This design comes from an exercise in tuning for small area on the open sky130 flow, not from production work.
Function not checked in this run: the RTL went through the layout flow alone.

File: flow/constraint.sdc
create_clock -name core_clock -period 10.0 [get_ports {sys_clk}]
set_input_delay 2.0000 -clock core_clock [delete_from_list [all_inputs] [get_ports {sys_clk}]]
set_output_delay 2.0000 -clock core_clock [all_outputs]
set_load 0.01 [all_outputs]
File: flow/run.sh
#!/bin/bash
# synth_recipe.tcl (not shown) runs the flow's synth.tcl, then flattens the netlist and writes it again
# the make line also repeats each setting of config.mk as NAME=value (left out here)
make -C /OpenROAD-flow-scripts/flow DESIGN_CONFIG=/design/flow/config.mk WORK_HOME=/design/flow/orfs CLKGATE_MAP_FILE= SYNTH_SCRIPT=/design/flow/synth_recipe.tcl finish
File: flow/design.v
module uart_receiver
#(
        parameter UART_BAUD_RATE = 115200
) (
        input             i_sys_clk,
        input             i_rst,
        input             i_UART_RX,
        output reg        o_uart_done,
        output reg [7:0]  o_rx_byte
);
localparam UART_EDGE_CYCLES = 50_000_000/UART_BAUD_RATE;
localparam uart_IDLE      = 4'b0000;
localparam uart_START_BIT = 4'b0001;
localparam uart_RECEIVE   = 4'b0010;
localparam uart_STOP_BIT  = 4'b0011;
localparam uart_NOTIFY    = 4'b0100;
reg        rx_pin0;
reg        uart_rx;
reg [4:0]  receiver_state;
reg [15:0] uart_cycles;
reg [2:0]  uart_bit;
always @(posedge i_sys_clk)
begin
        if (i_rst)
        begin
                rx_pin0 <= 1'b1;
                uart_rx <= 1'b1;
        end
        else
        begin
                rx_pin0 <= i_UART_RX;
                uart_rx <= rx_pin0;
        end
end
always @(posedge i_sys_clk)
begin
        if (i_rst)
        begin
                receiver_state <= uart_IDLE;
                uart_cycles    <= 16'b0;
                uart_bit       <= 3'b0;
                o_uart_done    <= 1'b0;
                o_rx_byte      <= 8'h00;
        end
        else
        case (receiver_state)
        uart_IDLE:
        begin
                o_uart_done <= 1'b0;
                uart_cycles <= 16'b0;
                uart_bit    <= 3'b0;
                o_rx_byte   <= 8'b0;
                if (uart_rx == 1'b0)
                        receiver_state <= uart_START_BIT;
                else
                        receiver_state <= uart_IDLE;
        end
        uart_START_BIT:
        begin
                if (uart_cycles == (UART_EDGE_CYCLES - 1)/2)
                begin
                        if (uart_rx == 1'b0)
                        begin
                                receiver_state <= uart_RECEIVE;
                                uart_cycles <= 16'b0;
                        end
                        else
                                receiver_state <= uart_IDLE;
                end
                else
                        uart_cycles <= uart_cycles + 16'b1;
        end
        uart_RECEIVE:
        begin
                if (uart_cycles == UART_EDGE_CYCLES - 1)
                begin
                        if (uart_rx == 1'b1)
                                o_rx_byte <= o_rx_byte | (8'b1 << uart_bit);
                        if (uart_bit == 3'd7)
                        begin
                                uart_bit <= 0;
                                receiver_state <= uart_STOP_BIT;
                        end
                        uart_bit <= uart_bit + 1'b1;
                        uart_cycles <= 16'b0;
                end
                else
                        uart_cycles <= uart_cycles + 16'b1;
        end
        uart_STOP_BIT:
        begin
                if (uart_cycles == UART_EDGE_CYCLES - 1)
                begin
                        receiver_state <= uart_NOTIFY;
                        uart_cycles <= 16'b0;
                end
                else
                        uart_cycles <= uart_cycles + 16'b1;
        end
        uart_NOTIFY:
        begin
                o_uart_done <= 1'b1;
                receiver_state <= uart_IDLE;
        end
        endcase
end
endmodule
module uart_transmitter
#(
        parameter UART_BAUD_RATE = 115200
) (
        input       i_sys_clk,
        input       i_rst,
        input [7:0] i_tx_byte,
        input       i_activate,
        output reg  o_uart_tx,
        output reg  o_uart_done
);
localparam UART_EDGE_CYCLES = 50_000_000/UART_BAUD_RATE;
localparam uart_IDLE      = 4'b0000;
localparam uart_START_BIT = 4'b0001;
localparam uart_TRANSMIT  = 4'b0010;
localparam uart_STOP_BIT  = 4'b0011;
localparam uart_NOTIFY    = 4'b0100;
reg [4:0]  transmitter_state;
reg [15:0] uart_cycles;
reg [2:0]  uart_bit;
reg [7:0]  uart_data;
reg activate_idle;
always @(posedge i_sys_clk)
begin
        if (i_rst)
        begin
                transmitter_state <= uart_IDLE;
                uart_cycles       <= 16'b0;
                uart_bit          <= 3'b0;
                uart_data         <= 8'b0;
                activate_idle     <= 1'b0;
                o_uart_tx         <= 1'b1;
                o_uart_done       <= 1'b0;
        end
        else
        case (transmitter_state)
        uart_IDLE:
        begin
                o_uart_done <= 1'b0;
                uart_cycles <= 16'b0;
                uart_bit    <= 3'b0;
                uart_data   <= 8'b0;
                o_uart_tx   <= 1'b1;
                if (i_activate != activate_idle)
                begin
                        transmitter_state <= uart_START_BIT;
                        uart_data <= i_tx_byte;
                end
                else
                        transmitter_state <= uart_IDLE;
        end
        uart_START_BIT:
        begin
                if (uart_cycles == (UART_EDGE_CYCLES - 1))
                begin
                        transmitter_state <= uart_TRANSMIT;
                        uart_cycles <= 16'b0;
                end
                else
                begin
                        o_uart_tx <= 1'b0;
                        uart_cycles <= uart_cycles + 16'b1;
                end
        end
        uart_TRANSMIT:
        begin
                if (uart_cycles == UART_EDGE_CYCLES - 1)
                begin
                        if (uart_bit == 3'd7)
                        begin
                                uart_bit <= 0;
                                transmitter_state <= uart_STOP_BIT;
                        end
                        uart_bit <= uart_bit + 1'b1;
                        uart_cycles <= 16'b0;
                end
                else
                begin
                        if (uart_data & (8'b1 << uart_bit))
                                o_uart_tx <= 1'b1;
                        else
                                o_uart_tx <= 1'b0;
                        uart_cycles <= uart_cycles + 16'b1;
                end
        end
        uart_STOP_BIT:
        begin
                if (uart_cycles == UART_EDGE_CYCLES - 1)
                begin
                        transmitter_state <= uart_NOTIFY;
                        uart_cycles <= 16'b0;
                end
                else
                begin
                        uart_cycles <= uart_cycles + 16'b1;
                        o_uart_tx <= 1'b1;
                end
        end
        uart_NOTIFY:
        begin
                activate_idle <= ~activate_idle;
                o_uart_done <= 1'b1;
                transmitter_state <= uart_IDLE;
        end
        endcase
end
endmodule
module crc16_check
#(
        parameter POLYNOMIAL = 16'h4002
) (
        input             i_sys_clk,
        input             i_rst,
        input [7:0]       i_byte_in,
        input             i_take,
        input             i_reset,
        output reg        o_ready,
        output reg [15:0] o_crc16
);
localparam crc_IDLE   = 2'b00;
localparam crc_LOAD   = 2'b01;
localparam crc_NOTIFY = 2'b10;
reg [1:0] crc_state;
reg [7:0] raw_byte;
reg i_take_idle;
reg i_reset_idle;
reg [2:0] bit_num;
always @(posedge i_sys_clk)
begin
        if (i_rst)
        begin
                crc_state    <= crc_IDLE;
                raw_byte     <= 8'b0;
                i_take_idle  <= 1'b0;
                i_reset_idle <= 1'b0;
                bit_num      <= 3'b0;
                o_ready      <= 1'b0;
                o_crc16      <= 16'd0;
        end
        else
        case (crc_state)
        crc_IDLE:
        begin
                o_ready <= 1'b0;
                if (i_reset != i_reset_idle)
                begin
                        i_reset_idle <= i_reset;
                        o_crc16 <= 16'hFFFF;
                        o_ready <= 1'b0;
                end
                if (i_take != i_take_idle)
                begin
                        if (i_reset == i_reset_idle)
                        begin
                                i_take_idle <= i_take;
                                raw_byte <= i_byte_in;
                                bit_num <= 3'd7;
                                crc_state <= crc_LOAD;
                        end
                end
        end
        crc_LOAD:
        begin
                o_crc16[0]  <= raw_byte[bit_num] ^ o_crc16[15];
                o_crc16[1]  <= o_crc16[0];
                o_crc16[2]  <= o_crc16[1];
                o_crc16[3]  <= o_crc16[2];
                o_crc16[4]  <= o_crc16[3];
                o_crc16[5]  <= o_crc16[4] ^ raw_byte[bit_num] ^ o_crc16[15];
                o_crc16[6]  <= o_crc16[5];
                o_crc16[7]  <= o_crc16[6];
                o_crc16[8]  <= o_crc16[7];
                o_crc16[9]  <= o_crc16[8];
                o_crc16[10] <= o_crc16[9];
                o_crc16[11] <= o_crc16[10];
                o_crc16[12] <= o_crc16[11] ^ raw_byte[bit_num] ^ o_crc16[15];
                o_crc16[13] <= o_crc16[12];
                o_crc16[14] <= o_crc16[13];
                o_crc16[15] <= o_crc16[14];
                if (bit_num == 3'd0)
                begin
                        crc_state <= crc_NOTIFY;
                end
                else
                begin
                        bit_num <= bit_num - 3'd1;
                end
        end
        crc_NOTIFY:
        begin
                o_ready <= 1'b1;
                crc_state <= crc_IDLE;
        end
        endcase
end
endmodule
module chatter_button
(
        input       i_sys_clk,
        input       i_rst,
        input       i_key,
        output wire o_signal
);
reg PB_sync_0;
reg PB_sync_1;
reg PB_state;
reg [11:0] PB_cnt;
wire PB_cnt_max   = &PB_cnt;
assign o_signal = PB_state;
always @(posedge i_sys_clk) PB_sync_0 <= i_rst ? 1'b0 : i_key;
always @(posedge i_sys_clk) PB_sync_1 <= i_rst ? 1'b0 : PB_sync_0;
always @(posedge i_sys_clk)
begin
        if (i_rst)
        begin
                PB_cnt   <= 12'd0;
                PB_state <= 1'b0;
        end
        else
        if (PB_sync_1 == PB_state)
                PB_cnt <= 0;
        else
        begin
                PB_cnt <= PB_cnt + 12'd1;
                if (PB_cnt_max)
                        PB_state <= ~PB_state;
        end
end
endmodule
module spi_transceiver
#(
        parameter SPI_SPEED_HZ = 8_000_000
) (
        input            i_sys_clk,
        input            i_rst,
        input [7:0]      i_byte,
        input            i_activate,
        input            i_spi_miso,
        output reg       o_byte_done,
        output reg [7:0] o_byte,
        output reg       o_spi_sck,
        output reg       o_spi_mosi
);
localparam SPI_EDGE_CYCLES = 50_000_000/SPI_SPEED_HZ;
localparam spi_IDLE             = 4'b0000;
localparam spi_PRERAISE_SCK     = 4'b0001;
localparam spi_RAISE_SCK        = 4'b0010;
localparam spi_POSTRAISE_SCK    = 4'b0011;
localparam spi_NOTIFY           = 4'b0100;
reg [4:0] transmitter_state;
reg [15:0] spi_cycles;
reg [2:0]  spi_bit;
reg [7:0]  spi_data;
reg activate_idle;
reg [7:0] spi_out_reg;
reg miso_pin0;
reg spi_miso;
always @(posedge i_sys_clk)
begin
        if (i_rst)
        begin
                miso_pin0 <= 1'b0;
                spi_miso  <= 1'b0;
        end
        else
        begin
                miso_pin0 <= i_spi_miso;
                spi_miso  <= miso_pin0;
        end
end
always @(posedge i_sys_clk)
begin
        if (i_rst)
        begin
                transmitter_state <= spi_IDLE;
                spi_cycles        <= 16'b0;
                spi_bit           <= 3'd7;
                spi_data          <= 8'b0;
                activate_idle     <= 1'b0;
                spi_out_reg       <= 8'b0;
                o_byte_done       <= 1'b0;
                o_byte            <= 8'd0;
                o_spi_sck         <= 1'b0;
                o_spi_mosi        <= 1'b0;
        end
        else
        case (transmitter_state)
        spi_IDLE:
        begin
                spi_cycles <= 16'b0;
                spi_bit <= 3'd7;
                o_byte_done <= 1'b0;
                if (i_activate != activate_idle)
                begin
                        spi_data <= i_byte;
                        transmitter_state <= spi_PRERAISE_SCK;
                        o_spi_sck <= 1'b0;
                end
        end
        spi_PRERAISE_SCK:
        begin
                if (spi_cycles < SPI_EDGE_CYCLES / 2)
                begin
                        o_spi_mosi <= spi_data[spi_bit];
                        o_spi_sck <= 1'b0;
                        spi_cycles <= spi_cycles + 16'b1;
                end
                else
                        transmitter_state <= spi_RAISE_SCK;
        end
        spi_RAISE_SCK:
        begin
                if (spi_cycles == (SPI_EDGE_CYCLES / 2))
                begin
                        o_spi_sck <= 1'b1;
                        spi_out_reg[spi_bit] <= spi_miso;
                        spi_cycles <= spi_cycles + 16'b1;
                end
                else
                        transmitter_state <= spi_POSTRAISE_SCK;
        end
        spi_POSTRAISE_SCK:
        begin
                if (spi_cycles == SPI_EDGE_CYCLES - 1)
                begin
                        spi_cycles <= 16'b0;
                        if (spi_bit == 3'd0)
                                transmitter_state <= spi_NOTIFY;
                        else
                        begin
                                spi_bit <= spi_bit - 3'b1;
                                transmitter_state <= spi_PRERAISE_SCK;
                        end
                        o_spi_sck <= 1'b0;
                end
                else
                        spi_cycles <= spi_cycles + 16'b1;
        end
        spi_NOTIFY:
        begin
                activate_idle <= ~activate_idle;
                o_byte_done <= 1'b1;
                transmitter_state <= spi_IDLE;
                o_byte <= spi_out_reg;
        end
        endcase
end
endmodule
module mmc_driver (
        input            i_sys_clk,
        input            i_rst,
        input [15:0]     i_address,
        input [7:0]      i_in,
        input            i_rw,
        input            i_activate,
        input            i_spi_miso,
        output reg [7:0] o_out,
        output wire      o_spi_mosi,
        output wire      o_spi_sck,
        output reg       o_spi_ss,
        output reg       o_done
);
localparam mmc_1MS       = 4'd0;
localparam mmc_ENTER_SPI = 4'd1;
localparam mmc_CMD0      = 4'd2;
localparam mmc_IDLE      = 4'd3;
localparam mmc_CMD17     = 4'd4;
localparam mmc_READ      = 4'd5;
localparam mmc_SPI_WAIT  = 4'd6;
localparam mmc_TX_DELAY  = 4'd7;
localparam mmc_CMD1      = 4'd8;
localparam mmc_CMD58     = 4'd9;
localparam mmc_CMD24     = 4'd10;
localparam mmc_NOTIFY    = 4'd11;
reg [4:0] mmc_state;
reg [4:0] mmc_tx_ret;
reg [7:0]  spi_tx_byte;
reg        spi_switch;
wire       spi_tx_done;
wire [7:0] spi_rx_byte;
reg [8:0]  counter;
reg [7:0]  pulse_counter;
reg [5:0]  tx_wait;
reg [7:0]  ocr_reg[3:0];
reg [7:0]  status_reg;
reg [7:0]  resp_counter;
reg [9:0]  byte_block;
reg        old_activate;
reg [15:0] mmc_address;
reg [7:0]  mmc_byte;
reg [7:0]  cmd1_retry;
always @(posedge i_sys_clk)
begin
        if (i_rst)
        begin
                mmc_state     <= mmc_1MS;
                mmc_tx_ret    <= mmc_1MS;
                spi_tx_byte   <= 8'd0;
                spi_switch    <= 1'b0;
                counter       <= 9'd0;
                pulse_counter <= 8'd0;
                tx_wait       <= 6'd0;
                status_reg    <= 8'd0;
                resp_counter  <= 8'd0;
                byte_block    <= 10'd0;
                old_activate  <= 1'b0;
                mmc_address   <= 16'd0;
                mmc_byte      <= 8'd0;
                cmd1_retry    <= 8'd0;
                o_out         <= 8'd0;
                o_spi_ss      <= 1'b1;
                o_done        <= 1'b0;
        end
        else
        case (mmc_state)
        mmc_1MS:
        begin
                counter <= counter + 9'd1;
                if (counter > 9'd100)
                begin
                        mmc_state <= mmc_ENTER_SPI;
                        counter <= 9'd0;
                        o_spi_ss <= 1'b1;
                end
        end
        mmc_ENTER_SPI:
        begin
                if (counter != 9'd10)
                begin
                        mmc_state <= mmc_SPI_WAIT;
                        mmc_tx_ret <= mmc_ENTER_SPI;
                        spi_tx_byte <= 8'hFF;
                        spi_switch <= ~spi_switch;
                        counter <= counter + 9'd1;
                end
                else
                begin
                        mmc_state <= mmc_CMD0;
                        counter <= 9'd0;
                        o_spi_ss <= 1'b0;
                end
        end
        mmc_CMD0:
        begin
                case (counter)
                (9'd0):
                begin
                        mmc_state <= mmc_SPI_WAIT;
                        mmc_tx_ret <= mmc_CMD0;
                        spi_tx_byte <= 8'h40;
                        spi_switch <= ~spi_switch;
                        counter <= counter + 9'd1;
                end
                (9'd1):
                begin
                        mmc_state <= mmc_SPI_WAIT;
                        mmc_tx_ret <= mmc_CMD0;
                        spi_tx_byte <= 8'h00;
                        spi_switch <= ~spi_switch;
                        counter <= counter + 9'd1;
                end
                (9'd2):
                begin
                        mmc_state <= mmc_SPI_WAIT;
                        mmc_tx_ret <= mmc_CMD0;
                        spi_tx_byte <= 8'h00;
                        spi_switch <= ~spi_switch;
                        counter <= counter + 9'd1;
                end
                (9'd3):
                begin
                        mmc_state <= mmc_SPI_WAIT;
                        mmc_tx_ret <= mmc_CMD0;
                        spi_tx_byte <= 8'h00;
                        spi_switch <= ~spi_switch;
                        counter <= counter + 9'd1;
                end
                (9'd4):
                begin
                        mmc_state <= mmc_SPI_WAIT;
                        mmc_tx_ret <= mmc_CMD0;
                        spi_tx_byte <= 8'h00;
                        spi_switch <= ~spi_switch;
                        counter <= counter + 9'd1;
                end
                (9'd5):
                begin
                        mmc_state <= mmc_SPI_WAIT;
                        mmc_tx_ret <= mmc_CMD0;
                        spi_tx_byte <= 8'h95;
                        spi_switch <= ~spi_switch;
                        counter <= counter + 9'd1;
                end
                (9'd6):
                begin
                        if (spi_rx_byte == 8'h1)
                        begin
                                pulse_counter <= 8'h00;
                                mmc_state <= mmc_TX_DELAY;
                                mmc_tx_ret <= mmc_CMD1;
                                o_spi_ss <= 1'b1;
                                counter <= 9'd0;
                        end
                        else
                        if (pulse_counter == 8'hFF)
                        begin
                                pulse_counter <= 8'h00;
                                mmc_state <= mmc_1MS;
                                o_spi_ss <= 1'b1;
                                counter <= 9'd0;
                        end
                        else
                        begin
                                mmc_tx_ret <= mmc_CMD0;
                                mmc_state <= mmc_SPI_WAIT;
                                spi_tx_byte <= 8'hFF;
                                spi_switch <= ~spi_switch;
                                pulse_counter <= pulse_counter + 8'd1;
                        end
                end
                endcase
        end
        mmc_CMD1:
        begin
                case (counter)
                (9'd0):
                begin
                        o_spi_ss <= 1'b0;
                        mmc_state <= mmc_SPI_WAIT;
                        mmc_tx_ret <= mmc_CMD1;
                        spi_tx_byte <= 8'h41;
                        spi_switch <= ~spi_switch;
                        counter <= counter + 9'd1;
                end
                (9'd1):
                begin
                        mmc_state <= mmc_SPI_WAIT;
                        mmc_tx_ret <= mmc_CMD1;
                        spi_tx_byte <= 8'h00;
                        spi_switch <= ~spi_switch;
                        counter <= counter + 9'd1;
                end
                (9'd2):
                begin
                        mmc_state <= mmc_SPI_WAIT;
                        mmc_tx_ret <= mmc_CMD1;
                        spi_tx_byte <= 8'h00;
                        spi_switch <= ~spi_switch;
                        counter <= counter + 9'd1;
                end
                (9'd3):
                begin
                        mmc_state <= mmc_SPI_WAIT;
                        mmc_tx_ret <= mmc_CMD1;
                        spi_tx_byte <= 8'h00;
                        spi_switch <= ~spi_switch;
                        counter <= counter + 9'd1;
                end
                (9'd4):
                begin
                        mmc_state <= mmc_SPI_WAIT;
                        mmc_tx_ret <= mmc_CMD1;
                        spi_tx_byte <= 8'h00;
                        spi_switch <= ~spi_switch;
                        counter <= counter + 9'd1;
                end
                (9'd5):
                begin
                        mmc_state <= mmc_SPI_WAIT;
                        mmc_tx_ret <= mmc_CMD1;
                        spi_tx_byte <= 8'hFF;
                        spi_switch <= ~spi_switch;
                        counter <= counter + 9'd1;
                end
                (9'd6):
                begin
                        if (spi_rx_byte == 8'h00)
                        begin
                                mmc_tx_ret <= mmc_CMD58;
                                mmc_state <= mmc_TX_DELAY;
                                pulse_counter <= 8'h00;
                                o_spi_ss <= 1'b1;
                                counter <= 9'd0;
                        end
                        else
                        if (pulse_counter == 8'hFF)
                        begin
                                if (cmd1_retry == 8'h10)
                                begin
                                        mmc_state <= mmc_1MS;
                                        cmd1_retry <= 8'd0;
                                end
                                else
                                begin
                                        mmc_tx_ret <= mmc_CMD1;
                                        mmc_state <= mmc_TX_DELAY;
                                        cmd1_retry <= cmd1_retry + 8'd1;
                                end
                                pulse_counter <= 8'h00;
                                o_spi_ss <= 1'b1;
                                counter <= 9'd0;
                        end
                        else
                        begin
                                mmc_tx_ret <= mmc_CMD1;
                                mmc_state <= mmc_SPI_WAIT;
                                spi_tx_byte <= 8'hFF;
                                spi_switch <= ~spi_switch;
                                pulse_counter <= pulse_counter + 8'd1;
                        end
                end
                endcase
        end
        mmc_CMD58:
        begin
                case (counter)
                (9'd0):
                begin
                        o_spi_ss <= 1'b0;
                        mmc_state <= mmc_SPI_WAIT;
                        mmc_tx_ret <= mmc_CMD58;
                        spi_tx_byte <= 8'h7A;
                        spi_switch <= ~spi_switch;
                        counter <= counter + 9'd1;
                end
                (9'd1):
                begin
                        mmc_state <= mmc_SPI_WAIT;
                        mmc_tx_ret <= mmc_CMD58;
                        spi_tx_byte <= 8'h00;
                        spi_switch <= ~spi_switch;
                        counter <= counter + 9'd1;
                end
                (9'd2):
                begin
                        mmc_state <= mmc_SPI_WAIT;
                        mmc_tx_ret <= mmc_CMD58;
                        spi_tx_byte <= 8'h00;
                        spi_switch <= ~spi_switch;
                        counter <= counter + 9'd1;
                end
                (9'd3):
                begin
                        mmc_state <= mmc_SPI_WAIT;
                        mmc_tx_ret <= mmc_CMD58;
                        spi_tx_byte <= 8'h00;
                        spi_switch <= ~spi_switch;
                        counter <= counter + 9'd1;
                end
                (9'd4):
                begin
                        mmc_state <= mmc_SPI_WAIT;
                        mmc_tx_ret <= mmc_CMD58;
                        spi_tx_byte <= 8'h00;
                        spi_switch <= ~spi_switch;
                        counter <= counter + 9'd1;
                end
                (9'd5):
                begin
                        mmc_state <= mmc_SPI_WAIT;
                        mmc_tx_ret <= mmc_CMD58;
                        spi_tx_byte <= 8'hFF;
                        spi_switch <= ~spi_switch;
                        counter <= counter + 9'd1;
                end
                (9'd6):
                begin
                        if (spi_rx_byte != 8'hFF)
                        begin
                                counter <= counter + 9'd1;
                                mmc_state <= mmc_CMD58;
                        end
                        else
                        if (pulse_counter == 8'hFF)
                        begin
                                mmc_state <= mmc_1MS;
                                pulse_counter <= 8'h00;
                                o_spi_ss <= 1'b1;
                                counter <= 9'd0;
                        end
                        else
                        begin
                                mmc_tx_ret <= mmc_CMD58;
                                mmc_state <= mmc_SPI_WAIT;
                                spi_tx_byte <= 8'hFF;
                                spi_switch <= ~spi_switch;
                                pulse_counter <= pulse_counter + 8'd1;
                        end
                end
                (9'd7):
                begin
                        if (resp_counter == 8'd0)
                        begin
                                status_reg <= spi_rx_byte;
                                resp_counter <= resp_counter + 8'd1;
                                mmc_tx_ret <= mmc_CMD58;
                                mmc_state <= mmc_SPI_WAIT;
                                spi_tx_byte <= 8'hFF;
                                spi_switch <= ~spi_switch;
                        end
                        else
                        begin
                                ocr_reg[resp_counter] <= spi_rx_byte;
                                if (resp_counter != 8'd4)
                                begin
                                        resp_counter <= resp_counter + 8'd1;
                                        mmc_tx_ret <= mmc_CMD58;
                                        mmc_state <= mmc_SPI_WAIT;
                                        spi_tx_byte <= 8'hFF;
                                        spi_switch <= ~spi_switch;
                                end
                                else
                                begin
                                        mmc_tx_ret <= mmc_IDLE;
                                        mmc_state <= mmc_TX_DELAY;
                                        resp_counter <= 8'd0;
                                        pulse_counter <= 8'h00;
                                        o_spi_ss <= 1'b1;
                                        counter <= 9'd0;
                                end
                        end
                end
                endcase
        end
        mmc_IDLE:
        begin
                o_done <= 1'b0;
                if (i_activate != old_activate)
                begin
                        mmc_address <= i_address;
                        mmc_byte <= i_in;
                        if (i_rw)
                                mmc_state <= mmc_CMD24;
                        else
                                mmc_state <= mmc_CMD17;
                end
                else
                        mmc_state <= mmc_CMD58;
        end
        mmc_CMD17:
        begin
                case (counter)
                (9'd0):
                begin
                        o_spi_ss <= 1'b0;
                        mmc_state <= mmc_SPI_WAIT;
                        mmc_tx_ret <= mmc_CMD17;
                        spi_tx_byte <= 8'h51;
                        spi_switch <= ~spi_switch;
                        counter <= counter + 9'd1;
                end
                (9'd1):
                begin
                        mmc_state <= mmc_SPI_WAIT;
                        mmc_tx_ret <= mmc_CMD17;
                        spi_tx_byte <= 8'h00;
                        spi_switch <= ~spi_switch;
                        counter <= counter + 9'd1;
                end
                (9'd2):
                begin
                        mmc_state <= mmc_SPI_WAIT;
                        mmc_tx_ret <= mmc_CMD17;
                        spi_tx_byte <= 8'h00;
                        spi_switch <= ~spi_switch;
                        counter <= counter + 9'd1;
                end
                (9'd3):
                begin
                        mmc_state <= mmc_SPI_WAIT;
                        mmc_tx_ret <= mmc_CMD17;
                        spi_tx_byte <= mmc_address[15:8] & 8'hFE;
                        spi_switch <= ~spi_switch;
                        counter <= counter + 9'd1;
                end
                (9'd4):
                begin
                        mmc_state <= mmc_SPI_WAIT;
                        mmc_tx_ret <= mmc_CMD17;
                        spi_tx_byte <= 8'h00;
                        spi_switch <= ~spi_switch;
                        counter <= counter + 9'd1;
                end
                (9'd5):
                begin
                        mmc_state <= mmc_SPI_WAIT;
                        mmc_tx_ret <= mmc_CMD17;
                        spi_tx_byte <= 8'hFF;
                        spi_switch <= ~spi_switch;
                        counter <= counter + 9'd1;
                end
                (9'd6):
                begin
                        if (spi_rx_byte == 8'hFE)
                        begin
                                counter <= counter + 9'd1;
                                mmc_state <= mmc_SPI_WAIT;
                                mmc_tx_ret <= mmc_CMD17;
                                spi_tx_byte <= 8'hFF;
                                spi_switch <= ~spi_switch;
                        end
                        else
                        if (pulse_counter == 8'hFF)
                        begin
                                mmc_state <= mmc_1MS;
                                pulse_counter <= 8'h00;
                                o_spi_ss <= 1'b1;
                                counter <= 9'd0;
                        end
                        else
                        begin
                                mmc_tx_ret <= mmc_CMD17;
                                mmc_state <= mmc_SPI_WAIT;
                                spi_tx_byte <= 8'hFF;
                                spi_switch <= ~spi_switch;
                                pulse_counter <= pulse_counter + 8'd1;
                        end
                end
                (9'd7):
                begin
                        if (byte_block == mmc_address[8:0])
                                o_out <= spi_rx_byte;
                        if (byte_block <= 10'h200)
                        begin
                                mmc_tx_ret <= mmc_CMD17;
                                mmc_state <= mmc_SPI_WAIT;
                                spi_tx_byte <= 8'hFF;
                                spi_switch <= ~spi_switch;
                                byte_block <= byte_block + 10'd1;
                        end
                        else
                        begin
                                o_spi_ss <= 1'b1;
                                counter <= 10'd0;
                                byte_block <= 10'd0;
                                mmc_state <= mmc_NOTIFY;
                        end
                end
                endcase
        end
        mmc_CMD24:
        begin
                mmc_state <= mmc_NOTIFY;
        end
        mmc_NOTIFY:
        begin
                old_activate <= ~old_activate;
                o_done <= 1'b1;
                mmc_state <= mmc_IDLE;
        end
        mmc_SPI_WAIT:
        begin
                if (spi_tx_done == 1'b1)
                        mmc_state <= mmc_TX_DELAY;
        end
        mmc_TX_DELAY:
        begin
                tx_wait <= tx_wait + 6'd1;
                if (tx_wait == 6'd63)
                begin
                        mmc_state <= mmc_tx_ret;
                        tx_wait <= 6'd0;
                end
        end
        endcase
end
spi_transceiver #(.SPI_SPEED_HZ(6_250_000)) spi_rxtx(
        .i_sys_clk(i_sys_clk),
        .i_rst(i_rst),
        .i_byte(spi_tx_byte),
        .i_activate(spi_switch),
        .i_spi_miso(i_spi_miso),
        .o_byte_done(spi_tx_done),
        .o_byte(spi_rx_byte),
        .o_spi_sck(o_spi_sck),
        .o_spi_mosi(o_spi_mosi));
endmodule
module mem_reg
#(
        parameter BASE_ADDRESS = 16'h4900
) (
        input              i_sys_clk,
        input              i_rst,
        input              i_apulse,
        input              i_regmem,
        input              i_rw,
        input [15:0]       i_address,
        input [7:0]        i_byte,
        input [3:0]        i_key,
        input              i_spi_miso,
        output reg  [7:0]  o_byte,
        output wire [15:0] o_digit,
        output wire [3:0]  o_led,
        output reg         o_ready,
        output wire        o_spi_mosi,
        output wire        o_spi_sck,
        output wire        o_spi_ss
);
localparam dev_REG      = 1'b0;
localparam dev_MEM      = 1'b1;
localparam mode_READ    = 1'b0;
localparam mode_WRITE   = 1'b1;
localparam mem_IDLE     = 4'd0;
localparam mem_PROCESS  = 4'd1;
localparam mem_MEMORY   = 4'd2;
localparam mem_REG      = 4'd3;
localparam mem_NOTIFY   = 4'd4;
localparam mem_MEMWAIT  = 4'd5;
reg [3:0] fsm_memory;
reg [15:0] digit;
assign o_digit   = digit;
reg [3:0] led;
assign o_led     = ~led;
wire [3:0] key;
reg dev;
reg mode;
reg [15:0] address;
reg [7:0] byte_r;
reg apulse_old;
reg [15:0] mmc_address;
reg mmc_rw;
wire [7:0] mmc_out;
reg [7:0] mmc_in;
reg mmc_on;
wire mmc_done;
always @(posedge i_sys_clk)
begin
        if (i_rst)
        begin
                fsm_memory  <= mem_IDLE;
                digit       <= 16'd0;
                led         <= 4'd0;
                dev         <= dev_REG;
                mode        <= mode_READ;
                address     <= BASE_ADDRESS;
                byte_r        <= 8'b0;
                apulse_old  <= 1'b0;
                mmc_address <= 16'd0;
                mmc_rw      <= 1'b0;
                mmc_in      <= 8'd0;
                mmc_on      <= 1'b0;
                o_byte      <= 8'h00;
                o_ready     <= 1'b0;
        end
        else
        case (fsm_memory)
        mem_IDLE:
        begin
                o_ready <= 1'b0;
                if (i_apulse != apulse_old)
                begin
                        apulse_old <= i_apulse;
                        dev <= i_regmem;
                        mode <= i_rw;
                        address <= i_address;
                        byte_r <= byte_r;
                        fsm_memory <= mem_PROCESS;
                        o_byte <= 8'h00;
                end
        end
        mem_PROCESS:
        begin
                if (dev == dev_REG)
                begin
                        fsm_memory <= mem_REG;
                end
                else
                begin
                        fsm_memory <= mem_MEMORY;
                end
        end
        mem_MEMORY:
        begin
                mmc_address <= address - BASE_ADDRESS;
                mmc_rw <= i_rw;
                mmc_in <= i_byte;
                mmc_on <= ~mmc_on;
                fsm_memory <= mem_MEMWAIT;
        end
        mem_MEMWAIT:
        begin
                if (mmc_done == 1'b1)
                begin
                        if (!i_rw)
                                o_byte <= mmc_out;
                        fsm_memory <= mem_NOTIFY;
                end
        end
        mem_REG:
        begin
                if (i_rw == mode_READ)
                begin
                        case (address - BASE_ADDRESS)
                        16'h0000:
                        begin
                                o_byte[3:0] <= led;
                        end
                        16'h0001:
                        begin
                                o_byte <= digit[15:8];
                        end
                        16'h0002:
                        begin
                                o_byte <= digit[7:0];
                        end
                        16'h0003:
                        begin
                                o_byte[3:0] <= ~key;
                        end
                        endcase
                end
                else
                begin
                        case (address - BASE_ADDRESS)
                        16'h0000:
                        begin
                                led <= i_byte[3:0];
                        end
                        16'h0001:
                        begin
                                digit[15:8] <= i_byte;
                        end
                        16'h0002:
                        begin
                                digit[7:0] <= i_byte;
                        end
                        endcase
                end
                fsm_memory <= mem_NOTIFY;
        end
        mem_NOTIFY:
        begin
                o_ready <= 1'b1;
                fsm_memory <= mem_IDLE;
        end
        endcase
end
chatter_button key1(
        .i_sys_clk(i_sys_clk),
        .i_rst(i_rst),
        .i_key(i_key[0]),
        .o_signal(key[0]));
chatter_button key2(
        .i_sys_clk(i_sys_clk),
        .i_rst(i_rst),
        .i_key(i_key[1]),
        .o_signal(key[1]));
chatter_button key3(
        .i_sys_clk(i_sys_clk),
        .i_rst(i_rst),
        .i_key(i_key[2]),
        .o_signal(key[2]));
chatter_button key4(
        .i_sys_clk(i_sys_clk),
        .i_rst(i_rst),
        .i_key(i_key[3]),
        .o_signal(key[3]));
mmc_driver sd_driver(
        .i_sys_clk(i_sys_clk),
        .i_rst(i_rst),
        .i_address(mmc_address),
        .i_in(mmc_in),
        .i_rw(mmc_rw),
        .i_activate(mmc_on),
        .i_spi_miso(i_spi_miso),
        .o_out(mmc_out),
        .o_spi_mosi(o_spi_mosi),
        .o_spi_sck(o_spi_sck),
        .o_spi_ss(o_spi_ss),
        .o_done(mmc_done));
endmodule
module seven_seg
(
        input            i_sys_clk,
        input            i_rst,
        input [15:0]     i_digit,
        output reg [3:0] o_scathod,
        output reg [6:0] o_ssegment
);
reg [3:0] out_seg;
reg [11:0] dyn_indic_count;
reg [1:0] showing_digit;
always @(posedge i_sys_clk)
begin
        if (i_rst)
        begin
                out_seg         <= 4'd0;
                dyn_indic_count <= 12'd0;
                showing_digit   <= 2'd0;
                o_scathod       <= 4'b1111;
        end
        else
        begin
        dyn_indic_count <= dyn_indic_count + 12'd1;
        if (dyn_indic_count == 12'b1111_1111_1111)
        begin
                showing_digit <= showing_digit + 2'd1;
        end
        case (showing_digit)
        2'b00:
        begin
                out_seg <= i_digit[3:0];
                o_scathod <= 4'b0111;
        end
        2'b01:
        begin
                out_seg <= i_digit[7:4];
                o_scathod <= 4'b1011;
        end
        2'b10:
        begin
                out_seg <= i_digit[11:8];
                o_scathod <= 4'b1101;
        end
        2'b11:
        begin
                out_seg <= i_digit[15:12];
                o_scathod <= 4'b1110;
        end
        endcase
        end
end
always @(*)
begin
        case (out_seg)
        4'h0: o_ssegment <= ~7'b0111111;
        4'h1: o_ssegment <= ~7'b0000110;
        4'h2: o_ssegment <= ~7'b1011011;
        4'h3: o_ssegment <= ~7'b1001111;
        4'h4: o_ssegment <= ~7'b1100110;
        4'h5: o_ssegment <= ~7'b1101101;
        4'h6: o_ssegment <= ~7'b1111101;
        4'h7: o_ssegment <= ~7'b0000111;
        4'h8: o_ssegment <= ~7'b1111111;
        4'h9: o_ssegment <= ~7'b1101111;
        4'ha: o_ssegment <= ~7'b1110111;
        4'hb: o_ssegment <= ~7'b1111100;
        4'hc: o_ssegment <= ~7'b0111001;
        4'hd: o_ssegment <= ~7'b1011110;
        4'he: o_ssegment <= ~7'b1111001;
        4'hf: o_ssegment <= ~7'b1110001;
        endcase
end
endmodule
module uart_main(
        input             sys_clk,
        input             rst,
        input [3:0]       key,
        input             UART_RX,
        input             SPI_MISO,
        output wire [3:0] scathod,
        output wire [6:0] ssegment,
        output wire [3:0] led,
        output wire       UART_TX,
        output wire       SPI_SCK,
        output wire       SPI_MOSI,
        output wire       SPI_SS
);
localparam MAX_BYTE      = 8'hFF;
localparam BASE_ADDR     = 16'h4900;
localparam main_NULL     = 8'd0;
localparam main_WAIT_RX  = 8'd1;
localparam main_UART_RX  = 8'd2;
localparam main_UART_TX  = 8'd3;
localparam main_WAIT_TX  = 8'd4;
localparam main_TAKE2CRC = 8'd5;
localparam main_WAIT_CRC = 8'd6;
localparam main_COMMAND  = 8'd7;
localparam main_LENGTH   = 8'd8;
localparam main_ADDRESS  = 8'd9;
localparam main_DATA     = 8'd10;
localparam main_CRC      = 8'd11;
localparam main_CHECKCRC = 8'd12;
localparam main_ERRSEND  = 8'd13;
localparam main_CONFMEM  = 8'd14;
localparam main_READDEV  = 8'd15;
localparam main_WRITEDEV = 8'd16;
localparam main_SENDCOM  = 8'd17;
localparam main_SENDADR  = 8'd18;
localparam main_SENDDAT  = 8'd19;
localparam main_SENDCRC  = 8'd20;
localparam main_OPTCHK   = 8'd21;
localparam main_SENDLEN  = 8'd22;
localparam errno_NOERROR  = 8'hFF;
localparam errno_CRCERROR = 8'hFE;
localparam errno_INVCOM   = 8'hFD;
localparam errno_INVADDR  = 8'hFC;
localparam errno_INVLEN   = 8'hFB;
localparam com_WRITEREG = 8'h00;
localparam com_READREG  = 8'h80;
localparam com_WRITEMEM = 8'h01;
localparam com_READMEM  = 8'h81;
reg [7:0]  f_state_mach;
reg [7:0]  fsm_process;
reg [7:0]  crc_ret;
reg [7:0]  tx_ret;
reg [7:0]  received_byte;
reg [7:0]  command;
reg [7:0]  data_len;
reg [15:0] address;
reg [1:0]  addr_byte_num;
reg [7:0]  data[0:MAX_BYTE];
reg [8:0]  data_byte_num;
reg [1:0]  crc_byte_num;
reg [7:0]  errno;
wire [15:0] digit_wire;
wire uart_done_rx;
wire uart_done_tx;
wire [7:0] uart_packet;
reg  [7:0] tx_data;
reg  uart_tx_pulse;
reg [7:0] crc_byte_next;
reg crc_pulse;
reg crc_reset;
wire crc_done;
wire [15:0] crc_out;
reg mem_pulse;
reg mem_regmem;
reg mem_rw;
reg [15:0] mem_addr;
reg [7:0] mem_in;
wire mem_done;
wire [7:0] mem_out;
always @(posedge sys_clk)
begin
        if (rst)
        begin
                f_state_mach  <= main_WAIT_RX;
                fsm_process   <= main_COMMAND;
                crc_ret       <= main_WAIT_RX;
                tx_ret        <= main_WAIT_RX;
                received_byte <= 8'd0;
                command       <= 8'd0;
                data_len      <= 8'd0;
                address       <= 16'd0;
                addr_byte_num <= 2'd0;
                data_byte_num <= 8'd0;
                crc_byte_num  <= 2'd0;
                errno         <= errno_NOERROR;
                tx_data       <= 8'b0;
                uart_tx_pulse <= 1'b0;
                crc_byte_next <= 8'd0;
                crc_pulse     <= 1'b0;
                crc_reset     <= 1'b0;
                mem_pulse     <= 1'b0;
                mem_regmem    <= 1'b0;
                mem_rw        <= 1'b0;
                mem_addr      <= 16'h0000;
                mem_in        <= 8'h00;
        end
        else
        case (f_state_mach)
        main_WAIT_RX:
        begin
                if (uart_done_rx)
                begin
                        f_state_mach <= fsm_process;
                        received_byte <= uart_packet;
                end
        end
        main_COMMAND:
        begin
                crc_reset <= ~crc_reset;
                data_byte_num <= 8'd0;
                addr_byte_num <= 2'd0;
                crc_byte_num <= 2'd0;
                command <= received_byte;
                fsm_process <= main_LENGTH;
                f_state_mach <= main_TAKE2CRC;
        end
        main_LENGTH:
        begin
                data_len <= received_byte;
                fsm_process <= main_ADDRESS;
                f_state_mach <= main_TAKE2CRC;
        end
        main_ADDRESS:
        begin
                if (addr_byte_num == 2'b01)
                begin
                        address[7:0] <= received_byte;
                        fsm_process <= main_DATA;
                end
                else
                begin
                        address[15:8] <= received_byte;
                        addr_byte_num <= addr_byte_num + 2'b01;
                end
                f_state_mach <= main_TAKE2CRC;
        end
        main_DATA:
        begin
                if (data_byte_num < data_len && command != com_READREG &&
                    command != com_READMEM)
                begin
                        data[data_byte_num] <= received_byte;
                        data_byte_num <= data_byte_num + 8'b1;
                        f_state_mach <= main_TAKE2CRC;
                end
                else
                begin
                        f_state_mach <= main_CRC;
                end
        end
        main_CRC:
        begin
                if (crc_byte_num == 2'd1)
                begin
                        crc_ret <= main_CHECKCRC;
                end
                else
                begin
                        crc_byte_num <= crc_byte_num + 2'd1;
                        crc_ret <= main_WAIT_RX;
                        fsm_process <= main_CRC;
                end
                f_state_mach <= main_TAKE2CRC;
        end
        main_CHECKCRC:
        begin
                if (crc_out != 16'd0)
                begin
                        errno <= errno_CRCERROR;
                        f_state_mach <= main_ERRSEND;
                end
                else
                begin
                        f_state_mach <= main_OPTCHK;
                end
        end
        main_ERRSEND:
        begin
                tx_data <= errno;
                f_state_mach <= main_UART_TX;
                fsm_process <= main_COMMAND;
                tx_ret <= main_WAIT_RX;
                crc_ret <= main_WAIT_RX;
        end
        main_OPTCHK:
        begin
                if (data_len > MAX_BYTE || address < BASE_ADDR ||
                    address >= BASE_ADDR + 16'h00FF)
                begin
                        if (data_len > MAX_BYTE)
                                errno <= errno_INVLEN;
                        else
                                errno <= errno_INVADDR;
                        f_state_mach <= main_ERRSEND;
                end
                else
                        f_state_mach <= main_CONFMEM;
        end
        main_CONFMEM:
        begin
                case (command)
                com_WRITEREG:
                begin
                        mem_regmem <= 1'b0;
                        mem_rw <= 1'b1;
                        f_state_mach <= main_WRITEDEV;
                end
                com_READREG:
                begin
                        mem_regmem <= 1'b0;
                        mem_rw <= 1'b0;
                        f_state_mach <= main_READDEV;
                end
                com_WRITEMEM:
                begin
                        mem_regmem <= 1'b1;
                        mem_rw <= 1'b1;
                        f_state_mach <= main_WRITEDEV;
                end
                com_READMEM:
                begin
                        mem_regmem <= 1'b1;
                        mem_rw <= 1'b0;
                        f_state_mach <= main_READDEV;
                end
                default:
                begin
                        errno <= errno_INVCOM;
                        f_state_mach <= main_ERRSEND;
                end
                endcase
                data_byte_num <= 8'h00;
        end
        main_READDEV:
        begin
                if (mem_done || data_byte_num == 8'h00)
                begin
                        if (data_byte_num != 8'h00)
                        begin
                                data[data_byte_num - 8'h01] <= mem_out;
                        end
                        if (data_byte_num < data_len)
                        begin
                                mem_addr <= address + data_byte_num;
                                mem_pulse <= ~mem_pulse;
                        end
                        data_byte_num <= data_byte_num + 8'h01;
                end
                if (data_byte_num > data_len)
                begin
                        f_state_mach <= main_SENDCOM;
                end
        end
        main_WRITEDEV:
        begin
                if (data_len == 8'h00)
                begin
                        f_state_mach <= main_SENDCOM;
                end
                else if (mem_done || data_byte_num == 8'h00)
                begin
                        if (data_byte_num == data_len)
                        begin
                                f_state_mach <= main_SENDCOM;
                        end
                        else
                        begin
                                mem_in <= data[data_byte_num];
                                mem_addr <= address + data_byte_num;
                                mem_pulse <= ~mem_pulse;
                                data_byte_num <= data_byte_num + 8'h01;
                        end
                end
        end
        main_SENDCOM:
        begin
                crc_reset <= ~crc_reset;
                received_byte <= command;
                tx_data <= command;
                crc_ret <= main_SENDLEN;
                tx_ret <= main_TAKE2CRC;
                f_state_mach <= main_UART_TX;
                data_byte_num <= 8'h00;
                crc_byte_num <= 2'b00;
                addr_byte_num <= 2'b00;
        end
        main_SENDLEN:
        begin
                received_byte <= data_len;
                tx_data <= data_len;
                crc_ret <= main_SENDADR;
                tx_ret <= main_TAKE2CRC;
                f_state_mach <= main_UART_TX;
        end
        main_SENDADR:
        begin
                if (addr_byte_num == 2'b01)
                begin
                        received_byte <= address[7:0];
                        tx_data <= address[7:0];
                        crc_ret <= main_SENDDAT;
                end
                else
                begin
                        received_byte <= address[15:8];
                        tx_data <= address[15:8];
                        crc_ret <= main_SENDADR;
                        addr_byte_num <= addr_byte_num + 2'b01;
                end
                f_state_mach <= main_UART_TX;
                tx_ret <= main_TAKE2CRC;
        end
        main_SENDDAT:
        begin
                if (data_byte_num < data_len && command != com_WRITEREG &&
                    command != com_WRITEMEM)
                begin
                        received_byte <= data[data_byte_num];
                        tx_data <= data[data_byte_num];
                        crc_ret <= main_SENDDAT;
                        tx_ret <= main_TAKE2CRC;
                        f_state_mach <= main_UART_TX;
                        data_byte_num <= data_byte_num + 8'b1;
                end
                else
                begin
                        f_state_mach <= main_SENDCRC;
                end
        end
        main_SENDCRC:
        begin
                if (crc_byte_num == 2'd1)
                begin
                        tx_data <= crc_out[7:0];
                        tx_ret <= main_WAIT_RX;
                        crc_ret <= main_WAIT_RX;
                        fsm_process <= main_COMMAND;
                end
                else
                begin
                        tx_data <= crc_out[15:8];
                        tx_ret <= main_SENDCRC;
                        crc_byte_num <= crc_byte_num + 2'd1;
                end
                f_state_mach <= main_UART_TX;
        end
        main_TAKE2CRC:
        begin
                crc_byte_next <= received_byte;
                crc_pulse <= ~crc_pulse;
                f_state_mach <= main_WAIT_CRC;
        end
        main_WAIT_CRC:
        begin
                if (crc_done == 1'b1)
                begin
                        f_state_mach <= crc_ret;
                end
        end
        main_UART_TX:
        begin
                uart_tx_pulse <= ~uart_tx_pulse;
                f_state_mach <= main_WAIT_TX;
        end
        main_WAIT_TX:
        begin
                if (uart_done_tx)
                begin
                        f_state_mach <= tx_ret;
                end
        end
        endcase
end
uart_receiver #(.UART_BAUD_RATE(3_125_000)) u_receiver(
        .i_sys_clk(sys_clk),
        .i_rst(rst),
        .i_UART_RX(UART_RX),
        .o_uart_done(uart_done_rx),
        .o_rx_byte(uart_packet));
uart_transmitter #(.UART_BAUD_RATE(3_125_000)) u_transmitter(
        .i_sys_clk(sys_clk),
        .i_rst(rst),
        .i_tx_byte(tx_data),
        .i_activate(uart_tx_pulse),
        .o_uart_tx(UART_TX),
        .o_uart_done(uart_done_tx));
crc16_check #(.POLYNOMIAL(16'h1021)) u_crc16(
        .i_sys_clk(sys_clk),
        .i_rst(rst),
        .i_byte_in(crc_byte_next),
        .i_take(crc_pulse),
        .i_reset(crc_reset),
        .o_ready(crc_done),
        .o_crc16(crc_out));
mem_reg #(.BASE_ADDRESS(BASE_ADDR)) peripheral(
        .i_sys_clk(sys_clk),
        .i_rst(rst),
        .i_apulse(mem_pulse),
        .i_regmem(mem_regmem),
        .i_rw(mem_rw),
        .i_address(mem_addr),
        .i_byte(mem_in),
        .i_key(key),
        .i_spi_miso(SPI_MISO),
        .o_byte(mem_out),
        .o_digit(digit_wire),
        .o_led(led),
        .o_ready(mem_done),
        .o_spi_mosi(SPI_MOSI),
        .o_spi_sck(SPI_SCK),
        .o_spi_ss(SPI_SS));
seven_seg digit_display(
        .i_sys_clk(sys_clk),
        .i_rst(rst),
        .i_digit(digit_wire),
        .o_scathod(scathod),
        .o_ssegment(ssegment));
endmodule
File: flow/config.mk
export PLATFORM = sky130hd
export DESIGN_NAME = uart_main
export DESIGN_NICKNAME = uart_main
export VERILOG_FILES = /design/flow/design.v
export SDC_FILE = /design/flow/constraint.sdc
export NUM_CORES = 4
export LEC_CHECK = 0
export CAP_MARGIN = 20
export CORE_MARGIN = 2
export CORE_UTILIZATION = 40
export SLEW_MARGIN = 20
export SYNTH_MEMORY_MAX_BITS = 4096
==> notes.md <==
-- report_power, final --
| part | internal (mW) | switching (mW) |
|---|---|---|
| combinational | 1.87 | 3.22 |
| clock | 6.30 | 4.18 |
| sequential | 12.5 | 0.284 |
| total | 20.6 | 7.69 |
-- worst max-delay path, cell delays in order, from the launching register on --
cell and delay, ps:
dfxtp_1 450, inv_1 290, ha_1 300, nand2b_1 210, nor3_1 790, or4b_1 800
or3_1 280, mux2i_1 830, nand2_1 790, nor2_1 830
-- layer usage --
| layer | track usage [%] | routed length [um] | vias up |
|---|---|---|---|
| met5 | 0 | 276 | - |
| met4 | 7.03 | 9870 | 4 |
| li1 | - | - | 26200 |
| met1 | 29.8 | 119000 | 31400 |
| met3 | 4.04 | 24900 | 541 |
| met2 | 32.1 | 129000 | 2949 |
-- placed cells by master, fill, tap and decap left out, types with 63 or more instances in the layout --
cell,n
ha_1,75
buf_4,64
xor2_1,72
dfxtp_1,515
edfxtp_1,2048
mux2i_1,177
nand2_1,473
a22oi_1,68
clkbuf_16,297
mux4_2,533
a21oi_1,305
nand3_1,142
nor3_1,71
nor2_1,738
nor2b_1,63
o21ai_0,170
xnor2_1,65
inv_1,96
-- area by class of cell --
type	count	area, sq um
Sequential cell	2569	71900
Timing Repair Buffer	107	1080
Fill cell	22700	144000
Inverter	100	375
Antenna cell	6	15.0
Tap cell	3515	4400
Clock buffer	365	7790
Clock inverter	132	1490
Multi-Input combinational cell	3700	30900
-- per-stage QoR --
step           util [%]  area, sq um  std cells  hold slack, ps
2_1_floorplan         -       105000       6720             389
3_3_place_gp       41.5       109000       9990             401
3_5_place_dp       41.5       109000       9990             424
4_1_cts            45.0       118000      10500             432
5_1_grt            45.0       118000      10500             447
6_report           45.0       118000      10500             422
-- logic make-up after synthesis --
group	Yosys count	synth area share (%)
flops	2569	68.4
simple gates	1849	8.02
compound gates	878	5.26
mux	760	14.0
buf+inv	451	2.31
xor+xnor	137	1.14
fa+ha+maj	76	0.911
-- worst max-delay path by stage --
stage	start	slack (ps)	end
final	data_byte_num[0]$_SDFFE_PP0P_	4060	data[75][0]$_DFFE_PP_
after floorplan	rst	3180	data[0][0]$_DFFE_PP_
after CTS	data_byte_num[0]$_SDFFE_PP0P_	4170	data[81][2]$_DFFE_PP_
after global placement	rst	3490	data[86][1]$_DFFE_PP_
after global routing	data_byte_num[0]$_SDFFE_PP0P_	3860	data[79][5]$_DFFE_PP_
after detailed placement	rst	3440	data[81][3]$_DFFE_PP_
==> flow_summary.toml <==
[outcome]
status = "no timing/DRC/antenna violations"

[cts]
clockBufferDepth = 4
cts_resized = 0
clock-root-buffer = "clkbuf_16"
cts_num_sinks = 2569
holdBufCountCts = 0
cts_buffers = 291
h-tree-depth = 5
cts_setup_buffers = 0
clk_pin_slew_worst_paths_ps = 60
clk_latency_ps = 950
cts_tree = "done"

[setup_path]
end_kind = "flop"
cp_max_fo = 24
critPathRequiredTime_ps = 10560
worstPathArrival_ps = 6500
crit_type = "reg -> reg"
reg2reg_slack_ps = 4060
timing.rr.start = "data_byte_num[0]$_SDFFE_PP0P_"
worst_r2r_path_depth = 9
cp-start-kind = "flop"
r2r_end = "data[75][0]$_DFFE_PP_"

[power_and_ir_drop]
powerDensity_mw_per_mm2 = 240
power_mw = 28.3
peakVddDrop_uv = 203
p_leak_nw = 37.1

[logic_synthesis]
synthArstFlopShare_pct = 0
yosysWarnings = 9
synth_seq_cells = 2569
synthFlopType = "edfxtp_1"
yosysTopAreaCellShare_pct = 58.5
yosysSeqAreaShare_pct = 68.4
synthCells = 6720
synth_edf_count = 2048
synth_fp_nets = 6804
synth.avg_cell_area_sq_um = 15.6
synth.distinct_cells = 105
yosys.area.top_type = "edfxtp_1"
synth_common_cells = "edfxtp_1, nor2_1, mux4_2"
netlist_area_sq_mm = 0.105
yosysMostFrequentCell = "edfxtp_1"
synth_area_leaders = "edfxtp_1, mux4_2, dfxtp_1"

[run]
maxCapViolCount = 0

[drt]
wl_per_cell_um = 26.9
ant_nets = 0
vias = 61100
drc_errors = 0
first_pass_iters = 10
drt_iter0_drc = 7517
via_per_inst = 5.82
drt-total-wl_um = 282000

[floorplan]
num_rows = 188
die_height_um = 517
dieArea_sq_mm = 0.267
start_util_pct = 40.1
core-area_sq_mm = 0.262
io-pin-count = 27
die_w_um = 517

[min_path]
min_to = "peripheral.sd_driver.mmc_address[3]$_SDFFE_PP0P_"
hold_start = "peripheral.mmc_address[3]$_SDFFE_PP0P_"
holdCritPathClass = "reg -> reg"
hold_depth = 2

[global_route]
antenna_found_initial = 8
grt_pass1_wl_um = 413000
grt_usage_pct = 20.9
grt_max_degree = 190
grt_pass1_vias = 59600
grt_overflow = 0

[place]
globalplace.congestion = 0.918
port_buffers = 26
post-place-ws_ps = 3440
hpwlAfterDp_um = 175000

[sta]
maxSlewViolCount = 0
max_freq_mhz = 168
setup_ws_ps = 4060
setup_tns_ps = 0
grt_setup_unrepaired = "false"
hold_viol = 0
finalSetupViolations = 0
worst_slew_pin_slew_ps = 1190
finalCritPeriodShare_pct = 59.4
fin_crit_ps = 5940
fin_worst_skew_ps = 83.1
slew_headroom_pct = 19.6

[layout]
nets = 6853
largest_register_ffs = 2048
top_register = "data"
area_delta_synth_final_pct = 12.2
layout-drive-gt1-share_pct = 16.1

## re-timing with driven ports
No port has a modelled driver above. Below, the same layout with a new extraction and two added sets of constraints. Step 1 (the two cells are an assumption about what drives the block):
set clk [get_ports {sys_clk}]
set_driving_cell -lib_cell sky130_fd_sc_hd__clkbuf_16 $clk
set_driving_cell -lib_cell sky130_fd_sc_hd__buf_2 [delete_from_list [all_inputs] $clk]
Step 2 times the ports against the registers' clock, not the clock port: input delays grow and output delays shrink by t, the midpoint of the rising clock arrivals with the driver on. Three values: ideal, step 1, step 2; two values: the first two.
t (ns): 0.997
slack for setup (ns): 4.060 / 4.060 / 3.392
worst slew at a driven data input, ns: 0.05
After both steps setup and hold are still met in this run. For this run, drivers alone change the setup slack by 0.000 ns; drivers and shift together by -0.668 ns.
